This design comes from an exercise in tuning for small area, a short achievable clock period and few clock cycles per item on the open sky130 flow, not from production work.
At most, simulation tests tie the RTL to the original design; equivalence was not proved.
Power figures rest on the tool's default switching activity, not on a simulated workload.

job 7856:
==> flow/design.v (excerpt) <==
module calculadora_top (
    input logic clock,      
    input logic reset,      
    input logic [3:0] cmd,  
    output logic [1:0] status,
    output logic [3:0] data,
    output logic [3:0] position,
    output logic [63:0] segments,
    output logic [31:0] result
);
    logic [2:0] pos3;
    calculadora dut_calculadora (
        .clock(clock),
        .reset(reset),
        .cmd(cmd),
        .status(status),
        .data(data),
        .position(pos3),
        .result(result)
    );
    control dut_control (
        .clock(clock),
        .reset(reset),
        .position(pos3),
        .digit(data),
        .segments_out(segments)
    );
    assign position = {1'b0, pos3};
endmodule
For scale: ~1400 cells after synthesis, roughly 200 flip-flops, ~110 I/O pins.
==> flow/config.mk <==
export PLATFORM = sky130hd
export DESIGN_NAME = calculadora_top
export DESIGN_NICKNAME = calculadora_top
export VERILOG_FILES = /design/flow/design.v
export SDC_FILE = /design/flow/constraint.sdc
export NUM_CORES = 4
export LEC_CHECK = 0
export CAP_MARGIN = 20
export CORE_MARGIN = 2
export CORE_UTILIZATION = 50
export PLACE_DENSITY = 0.75
export SETUP_SLACK_MARGIN = 2.0
export SLEW_MARGIN = 20
==> flow/constraint.sdc <==
create_clock -name core_clock -period 5.0 [get_ports {clock}]
set_input_delay 1.0000 -clock core_clock [delete_from_list [all_inputs] [get_ports {clock}]]
set_output_delay 1.0000 -clock core_clock [all_outputs]
set_load 0.01 [all_outputs]
standard.sh (not shown) runs the stock make flow with config.mk's settings and CLKGATE_MAP_FILE= SYNTH_SCRIPT=/design/flow/synth_recipe.tcl, a recipe that flattens the netlist after the stock synthesis.
==> flow/flow/run.sh <==
#!/bin/bash
# The standard layout (standard.sh, unchanged synthesis), with the port
# buffers made of a plain buffer cell instead of the one buffer_ports picks,
# and the resizer free to use any cell of the same function.
set -uo pipefail
export BUFFER_PORTS_ARGS="-buffer_cell sky130_fd_sc_hd__buf_1"
bash standard.sh synth > synth.log 2>&1
bash standard.sh MATCH_CELL_FOOTPRINT=0 finish > standard.log 2>&1
Job 7856 has completed all stages; timing, DRC and antenna checks passed.
Testbench counts of job 7856, summed over its fixed seeds: cycles 18,612, ops 1,600.
### job 7856 -> job 8266
Settings: SETUP_SLACK_MARGIN changed from 2.0 to 2.1.
## What came out
Measured slew at the worst slew-check pin up 5.7 ps in job 8266 wrt job 7856
The register clock-pin slew on the reported worst setup and hold paths of job 8266 and that of job 7856 are within noise of each other.
Per-cell routed wire length: job 7856 vs job 8266, no meaningful difference
Cell area after placement (job 8266 vs. job 7856) increases slightly
Proportion of power drawn by combinational gates (job 8266 over job 7856): increase, 0.6 points
On switching power, the lower figure sits with job 7856, not job 8266.
In the flow results for job 7856 and job 8266, the part of the total power dissipated in the clock network is larger on job 8266.
Between job 7856 and job 8266, the flow reports finished layout cell area increasing by a few percent.
When the final numbers for job 7856 and job 8266 were put side by side, the worst setup slack turned out to be greater in job 8266.
Taking job 7856 as the reference, in job 8266 met1 wire length went down, area overhead of the layout relative to synthesis now sits higher.
#### Input delta (job 1158 over job 8266)
Settings: a change of PLACE_DENSITY from 0.75 to 0.7; a change of CORE_UTILIZATION from 50 to 45; a change of SETUP_SLACK_MARGIN from 2.1 to 2.0.
Job 1158 did not stop at any stage, and its layout met the timing, DRC and antenna checks.
The lower worst clock skew on the final layout came out of job 1158.
Between job 1158 and job 8266, it is job 1158 whose count of non-filler cells in the finished layout is higher, by 1.2%.
Side by side, smallest hold slack turned out lower in job 1158 than in job 8266.
Changes observed in job 1158 relative to job 8266: final cell utilization of the core went down by 8.2 points; overall power of the completed layout has decreased; first-iteration DRC count lost 199; count of input and output buffers was more or less identical.
Compared with job 8266, job 1158 improves total vias in the final route.
> inputs changed (job 1158 -> job 9993)
Settings: CAP_MARGIN changed from 20 to 5; SLEW_MARGIN changed from 20 to 5; PLACE_DENSITY changed from 0.7 to 0.75; CORE_UTILIZATION changed from 45 to 50.
[job 9993] number of nets at the end of the flow rose 12 relative to job 1158
Area of the placeable core (job 9993 vs. job 1158) decreases by more than 10%
Between job 1158 and job 9993, the flow reports pin count of the biggest net entering global routing decreasing by more than a quarter.
Job 1158 ended up with sky130_fd_sc_hd__fa_2 as its worst-path cell with the longest stage delay; job 9993 ended up with sky130_fd_sc_hd__fa_1.
Changes observed in job 9993 relative to job 1158: total power increased 0.13 mW, depth of the critical timing path with buffers and inverters included increased 2.
Number of signal-net buffers in the layout of job 9993 exceeds that of job 1158 by a few percent.
In job 9993 the global-route usage over all layers turned out 2.7 points higher than in job 1158.
Final setup slack of the worst path on job 9993 is down relative to job 1158.
Initial cell density of the core was lower in the run labelled job 1158.
Job 9993: clock-cell share of area is 0.28 points higher than what job 1158 reported.
Job 9993 was carried through to the last stage, and its layout satisfied the timing, DRC and antenna checks.

========
Another version of the RTL of calculadora_top (not shown whole).
For scale: about 1600 cells after synthesis, ~200 flip-flops, roughly 0.015 sq mm of cells after synthesis.
Settings: LEC_CHECK=0, CAP_MARGIN=20, CORE_MARGIN=2, CORE_UTILIZATION=50, PLACE_DENSITY=0.75, SETUP_SLACK_MARGIN=2.1, SLEW_MARGIN=20; clock period 5.0 ns.
==> flow/flow/run.sh <==
#!/bin/bash
# The standard layout (standard.sh, unchanged synthesis), with the port
# buffers made of a plain buffer cell instead of the one buffer_ports picks.
set -uo pipefail
export BUFFER_PORTS_ARGS="-buffer_cell sky130_fd_sc_hd__buf_1"
bash standard.sh > standard.log 2>&1
The first run finished clean.
Testbench counts at the start, summed over its fixed seeds: cycles 18,612, ops 1,600.
Change:
==> flow/flow/run.sh (replaced) <==
#!/bin/bash
# The standard layout (standard.sh, unchanged synthesis), with the port
# buffers made of a plain buffer cell instead of the one buffer_ports picks,
# and the resizer free to use any cell of the same function.
set -uo pipefail
export BUFFER_PORTS_ARGS="-buffer_cell sky130_fd_sc_hd__buf_1"
bash standard.sh synth > synth.log 2>&1
bash standard.sh MATCH_CELL_FOOTPRINT=0 finish > standard.log 2>&1
Settings changed: SETUP_SLACK_MARGIN 2.1 to 2.0, TNS_END_PERCENT set to 30.
- global-route usage is lower by 0.89 points
- first-iteration DRC count fell by 15%
- setup slack gets worse by 0.14 ns
Change:
Settings changed: CTS_BUF_LIST set to sky130_fd_sc_hd__clkbuf_8, CTS_CLUSTER_DIAMETER set to 40, CTS_CLUSTER_SIZE set to 10, SETUP_SLACK_MARGIN 2.0 to 2.1, TNS_END_PERCENT 30 to unset.
=>
- clock power increases by a few percent
- total power is higher by a few percent
- via count climbs slightly
- area after synthesis does not change
- worst hold slack stays flat
Change:
Settings changed: CORE_UTILIZATION 50 to 60, CTS_BUF_LIST sky130_fd_sc_hd__clkbuf_8 to unset, CTS_CLUSTER_DIAMETER 40 to unset, CTS_CLUSTER_SIZE 10 to unset, PLACE_DENSITY 0.75 to 0.85, SETUP_SLACK_MARGIN 2.1 to 2.0.
Outcome:
- clock skew goes down by 0.012 ns
- core utilization goes up by 12 points
- total power goes up by a few percent
- sequential cell count is unchanged
Change:
Settings changed: CORE_UTILIZATION 60 to 50, PLACE_DENSITY 0.85 to 0.75, SETUP_SLACK_MARGIN 2.0 to 2.1.
What happened: The new run produced a clean layout; die area rose by about a fifth; setup slack is better by 0.081 ns; utilization fell by 12 points; clock power fell by about a fifth; sequential share of layout area is about the same; clock-buffer cell count rose by 3; power fell by a few percent.

========
The RTL this note starts from:
==> flow/design.v <==
module display (
    input  logic [3:0] data,
    output logic [6:0] segments
);
    always_comb begin
        case (data)
            4'b0000: segments = 7'b1111110;  
            4'b0001: segments = 7'b0110000;  
            4'b0010: segments = 7'b1101101;  
            4'b0011: segments = 7'b1111001;  
            4'b0100: segments = 7'b0110011;  
            4'b0101: segments = 7'b1011011;  
            4'b0110: segments = 7'b1011111;  
            4'b0111: segments = 7'b1110000;  
            4'b1000: segments = 7'b1111111;  
            4'b1001: segments = 7'b1110011;  
            default: segments = 7'b0000000;
        endcase
    end
endmodule
module control (
    input  logic [2:0]  position,
    input  logic [3:0]  digit,
    input  logic        clock,
    input  logic        reset,
    output logic [63:0] segments_out
);
    logic [6:0] seg_in;
    logic [6:0] seg [8];
    display dec (.data(digit), .segments(seg_in));
    always_ff @(posedge clock or posedge reset) begin
        if (reset) begin
            for (int i = 0; i < 8; i++) seg[i] <= 7'b1111110;  
        end else begin
            seg[position] <= seg_in;
        end
    end
    always_comb begin
        for (int i = 0; i < 8; i++) segments_out[8*i +: 8] = {seg[i], 1'b0};
    end
endmodule
module calculadora (
    input  logic [3:0]  cmd,
    input  logic        clock,
    input  logic        reset,
    output logic [1:0]  status,
    output logic [3:0]  data,
    output logic [2:0]  position,
    output logic [31:0] result
);
    localparam logic [3:0] CMD_RES = 4'b1110, CMD_CLR = 4'b1111;
    logic s_idle, s_ina, s_op, s_inb, s_done, s_err;
    logic n_idle, n_ina, n_op, n_inb, n_done, n_err;
    logic [26:0] x;        
    logic [31:0] vs, vc;   
    logic        mul, add, sub;       
    logic        n_mul, n_add, n_sub;
    logic        g_op;     
    logic        b_add;    
    logic        b_sub;    
    logic        inv_a;    
    logic [31:0] acc;      
    logic        sat_r;    
    logic [3:0]  data_r;
    logic [2:0]  pos_r;
    wire is_dig = (cmd <= 4'd9);
    wire is_op  = (cmd == 4'd10) || (cmd == 4'd11) || (cmd == 4'd12);
    wire is_res = (cmd == CMD_RES);
    wire is_clr = (cmd == CMD_CLR);
    wire full   = (pos_r == 3'd7);    
    wire in_num = s_ina | s_inb;
    always_comb begin
        {n_idle, n_ina, n_op, n_inb, n_done, n_err} = {s_idle, s_ina, s_op, s_inb, s_done, s_err};
        if (s_idle) begin
            if (is_dig) begin n_idle = 1'b0; n_ina = 1'b1; end
        end
        if (s_ina) begin
            if (is_op) begin n_ina = 1'b0; n_op = 1'b1; end
            else if (is_dig & full) begin n_ina = 1'b0; n_err = 1'b1; end
            else if (is_clr) begin n_ina = 1'b0; n_idle = 1'b1; end
        end
        if (s_op) begin
            if (is_dig) begin n_op = 1'b0; n_inb = 1'b1; end
            else if (is_clr) begin n_op = 1'b0; n_idle = 1'b1; end
            else if (is_res) begin n_op = 1'b0; n_err = 1'b1; end
        end
        if (s_inb) begin
            if (is_res) begin n_inb = 1'b0; n_done = 1'b1; end
            else if (is_dig & full) begin n_inb = 1'b0; n_err = 1'b1; end
            else if (is_clr) begin n_inb = 1'b0; n_op = 1'b1; end
        end
        if (s_done) begin
            if (is_clr | is_dig) begin n_done = 1'b0; n_idle = 1'b1; end
        end
        if (s_err) begin
            if (is_clr) begin n_err = 1'b0; n_idle = 1'b1; end
        end
        {n_mul, n_add, n_sub} = {mul, add, sub};
        if ((s_ina | s_op) & is_op) begin
            n_mul = (cmd == 4'd12);
            n_add = (cmd == 4'd10);
            n_sub = (cmd == 4'd11);
        end
    end
    wire [26:0] xg   = s_ina ? x : 27'd0;
    wire [2:0]  lo_a = cmd[3] ? 3'b111 : cmd[2:0];
    wire        lo_b = cmd[3];
    wire        cin  = cmd[3] & cmd[0];
    wire [27:0] xsum = {xg[23:0], lo_a, 1'b1} + {xg[25:0], lo_b, cin};
    wire [26:0] x_next = xsum[27:1];
    wire [31:0] a32 = {5'd0, x};
    wire [31:0] hs  = g_op ? 32'd0 : vs;
    wire [31:0] hc  = g_op ? 32'd0 : vc;
    wire [2:0]  lo1 = mul ? {2'b00, cmd[1] & cmd[0]}                  
                          : (cmd[3] ? {2'b11, cmd[0]} : cmd[2:0]);
    wire [2:0]  lo3 = (b_add | b_sub) ? {cmd[3], ~cmd[3], 1'b0}
                    : mul ? 3'd0 : {1'b0, cmd[3], 1'b0};
    wire [31:0] u1 = {hs[28:0], lo1};
    wire [31:0] u2 = {hs[30:0], 1'b0};
    wire [31:0] u3 = {hc[28:0], lo3};
    wire [31:0] u4 = {hc[30:0], 1'b0};
    wire        sel8 = cmd[3] | (cmd[2] & cmd[1] & cmd[0]);
    wire        sel4 = ~cmd[3] & (cmd[2] ^ (cmd[1] & cmd[0]));
    wire [31:0] u5 = mul ? (sel8 ? {a32[28:0], 3'b000} : sel4 ? {a32[29:0], 2'b00} : 32'd0)
                   : b_add ? ~{a32[28:0], 3'b000}
                   : b_sub ? {a32[28:0], 3'b111}
                   : 32'd0;
    logic [31:0] u6;
    always_comb begin
        if (!mul) u6 = a32 ^ {32{inv_a}};
        else case (cmd[1:0])
            2'd0: u6 = 32'd0;
            2'd1: u6 = a32;
            2'd2: u6 = {a32[30:0], 1'b0};
            2'd3: u6 = ~a32;
        endcase
    end
    function automatic logic [63:0] csa(input logic [31:0] a, b, c);
        logic [31:0] s, cy;
        s  = a ^ b ^ c;
        cy = (a & b) | (a & c) | (b & c);
        csa = {s, cy[30:0], 1'b0};
    endfunction
    wire [63:0] l1a = csa(u1, u2, u3);
    wire [63:0] l1b = csa(u4, u5, u6);
    wire [63:0] l2  = csa(l1a[63:32], l1a[31:0], l1b[31:0]);
    wire [63:0] l3  = csa(l2[63:32], l2[31:0], l1b[63:32]);
    wire [31:0] r = vs + vc;
    always_ff @(posedge clock) begin
        if (is_dig & (s_idle | s_ina)) x <= x_next;
        if (is_dig & (s_op | s_inb)) begin
            vs <= l3[63:32];
            vc <= l3[31:0];
        end
        {mul, add, sub} <= {n_mul, n_add, n_sub};
        g_op  <= n_op;
        b_add <= n_inb & n_add;
        b_sub <= n_inb & n_sub;
        inv_a <= (n_inb & n_add) | (n_op & n_sub);
    end
    always_ff @(posedge clock or posedge reset) begin
        if (reset) begin
            s_idle <= 1'b1; s_ina <= 1'b0; s_op <= 1'b0;
            s_inb  <= 1'b0; s_done <= 1'b0; s_err <= 1'b0;
            acc    <= 32'd0;
            sat_r  <= 1'b0;
            data_r <= 4'd0;
            pos_r  <= 3'd0;
        end else begin
            {s_idle, s_ina, s_op, s_inb, s_done, s_err} <= {n_idle, n_ina, n_op, n_inb, n_done, n_err};
            if (s_inb & is_res) begin
                acc   <= r ^ {32{sub}};
                sat_r <= sub & ~r[31];
            end
            if (is_dig & (s_idle | s_op)) begin
                data_r <= cmd; pos_r <= 3'd0;
            end else if (is_dig & in_num & ~full) begin
                data_r <= cmd; pos_r <= pos_r + 3'd1;
            end else if (is_op & s_ina) begin
                data_r <= CMD_CLR; pos_r <= 3'd0;
            end else if (is_op & s_op) begin
                data_r <= cmd; pos_r <= 3'd0;
            end else if (is_clr & s_ina) begin
                pos_r <= 3'd0;
            end else if (is_clr & (s_op | s_inb | s_done | s_err)) begin
                data_r <= CMD_CLR; pos_r <= 3'd0;
            end
        end
    end
    assign status   = {s_err, 1'b0};
    assign data     = data_r;
    assign position = pos_r;
    assign result   = acc | {32{sat_r}};
endmodule
module calculadora_top (
    input logic clock,      
    input logic reset,      
    input logic [3:0] cmd,  
    output logic [1:0] status,
    output logic [3:0] data,
    output logic [3:0] position,
    output logic [63:0] segments,
    output logic [31:0] result
);
    logic [2:0] pos3;
    calculadora dut_calculadora (
        .clock(clock),
        .reset(reset),
        .cmd(cmd),
        .status(status),
        .data(data),
        .position(pos3),
        .result(result)
    );
    control dut_control (
        .clock(clock),
        .reset(reset),
        .position(pos3),
        .digit(data),
        .segments_out(segments)
    );
    assign position = {1'b0, pos3};
endmodule
==> flow/config.mk <==
export PLATFORM = sky130hd
export DESIGN_NAME = calculadora_top
export DESIGN_NICKNAME = calculadora_top
export VERILOG_FILES = /design/flow/design.v
export SDC_FILE = /design/flow/constraint.sdc
export NUM_CORES = 4
export LEC_CHECK = 0
export CAP_MARGIN = 20
export CORE_MARGIN = 2
export CORE_UTILIZATION = 40
export PLACE_DENSITY = 0.6
export SETUP_SLACK_MARGIN = 1.6
export SLEW_MARGIN = 20
==> flow/constraint.sdc <==
create_clock -name core_clock -period 5.0 [get_ports {clock}]
set_input_delay 1.0000 -clock core_clock [delete_from_list [all_inputs] [get_ports {clock}]]
set_output_delay 1.0000 -clock core_clock [all_outputs]
set_load 0.01 [all_outputs]
==> flow/flow/run.sh <==
#!/bin/bash
# The standard layout (standard.sh, unchanged synthesis), with the port
# buffers made of a plain buffer cell instead of the one buffer_ports picks.
set -uo pipefail
export BUFFER_PORTS_ARGS="-buffer_cell sky130_fd_sc_hd__buf_1"
bash standard.sh > standard.log 2>&1
The first run ran to the end with no violations.
Then changed:
- CORE_UTILIZATION: 40 -> 60
- PLACE_DENSITY: 0.6 -> 0.7
After rerunning: The changed run completed without violations. Clock power rose by roughly a tenth. Area after synthesis stays the same. Cell area decreases slightly. Total power climbs by a few percent.
No run of this note included a check of the RTL's function; only the layout flow was run.

==> afterwards: timing with drivers on the ports <==
No port has a modelled driver above. Below, the same layouts with a new extraction and two added sets of constraints.
Step 1 sets driving cells, clkbuf_16 on the clock port and buf_2 on the other inputs (assumed; they add their load-dependent delay and slew).
Step 2 adds t to the input delays and takes it off the output delays; t is the mean of the earliest and latest rising clock arrival at the registers after step 1. Input paths then give back, and output paths get back, about the clock's delay inside the block.
Slacks: no drivers / after step 1 / after step 2; pairs: no drivers / after step 1.
run | t (ns) | setup slack, ns | hold WS [ns] | clock arrival spread, ns | worst slew at a driven data input, ns
job 7856 | 0.575 | 1.951 / 1.923 / 1.348 | 0.468 / 0.444 / 0.468 | 0.015 / 0.015 | 0.07
job 8266 | 0.577 | 1.978 / 1.973 / 1.396 | 0.475 / 0.475 / 0.475 | 0.028 / 0.027 | 0.05
job 1158 | 0.567 | 1.952 / 1.918 / 1.351 | 0.453 / 0.453 / 0.453 | 0.013 / 0.014 | 0.08
job 9993 | 0.581 | 1.929 / 1.923 / 1.343 | 0.472 / 0.472 / 0.472 | 0.014 / 0.013 | 0.07
the first run of note 2 | 0.572 | 2.083 / 2.097 / 1.540 | 0.480 / 0.480 / 0.480 | 0.023 / 0.022 | 0.04
the second run of note 2 | 0.587 | 1.945 / 1.945 / 1.471 | 0.476 / 0.476 / 0.476 | 0.015 / 0.015 | 0.04
the third run of note 2 | 0.593 | 2.037 / 2.037 / 1.476 | 0.478 / 0.478 / 0.478 | 0.022 / 0.021 | 0.04
the fourth run of note 2 | 0.564 | 1.976 / 1.984 / 1.443 | 0.442 / 0.411 / 0.480 | 0.010 / 0.009 | 0.03
the fifth run of note 2 | 0.573 | 2.057 / 2.057 / 1.523 | 0.477 / 0.477 / 0.477 | 0.020 / 0.020 | 0.05
the first run of note 3 | 0.503 | 1.710 / 1.734 / 1.231 | 0.460 / 0.460 / 0.460 | 0.012 / 0.012 | 0.04
the second run of note 3 | 0.491 | 1.708 / 1.721 / 1.230 | 0.455 / 0.427 / 0.469 | 0.023 / 0.023 | 0.04
After both steps every run listed still meets setup and hold. For job 7856, which loses most, drivers alone change the setup slack by -0.028 ns; drivers and shift together by -0.603 ns.
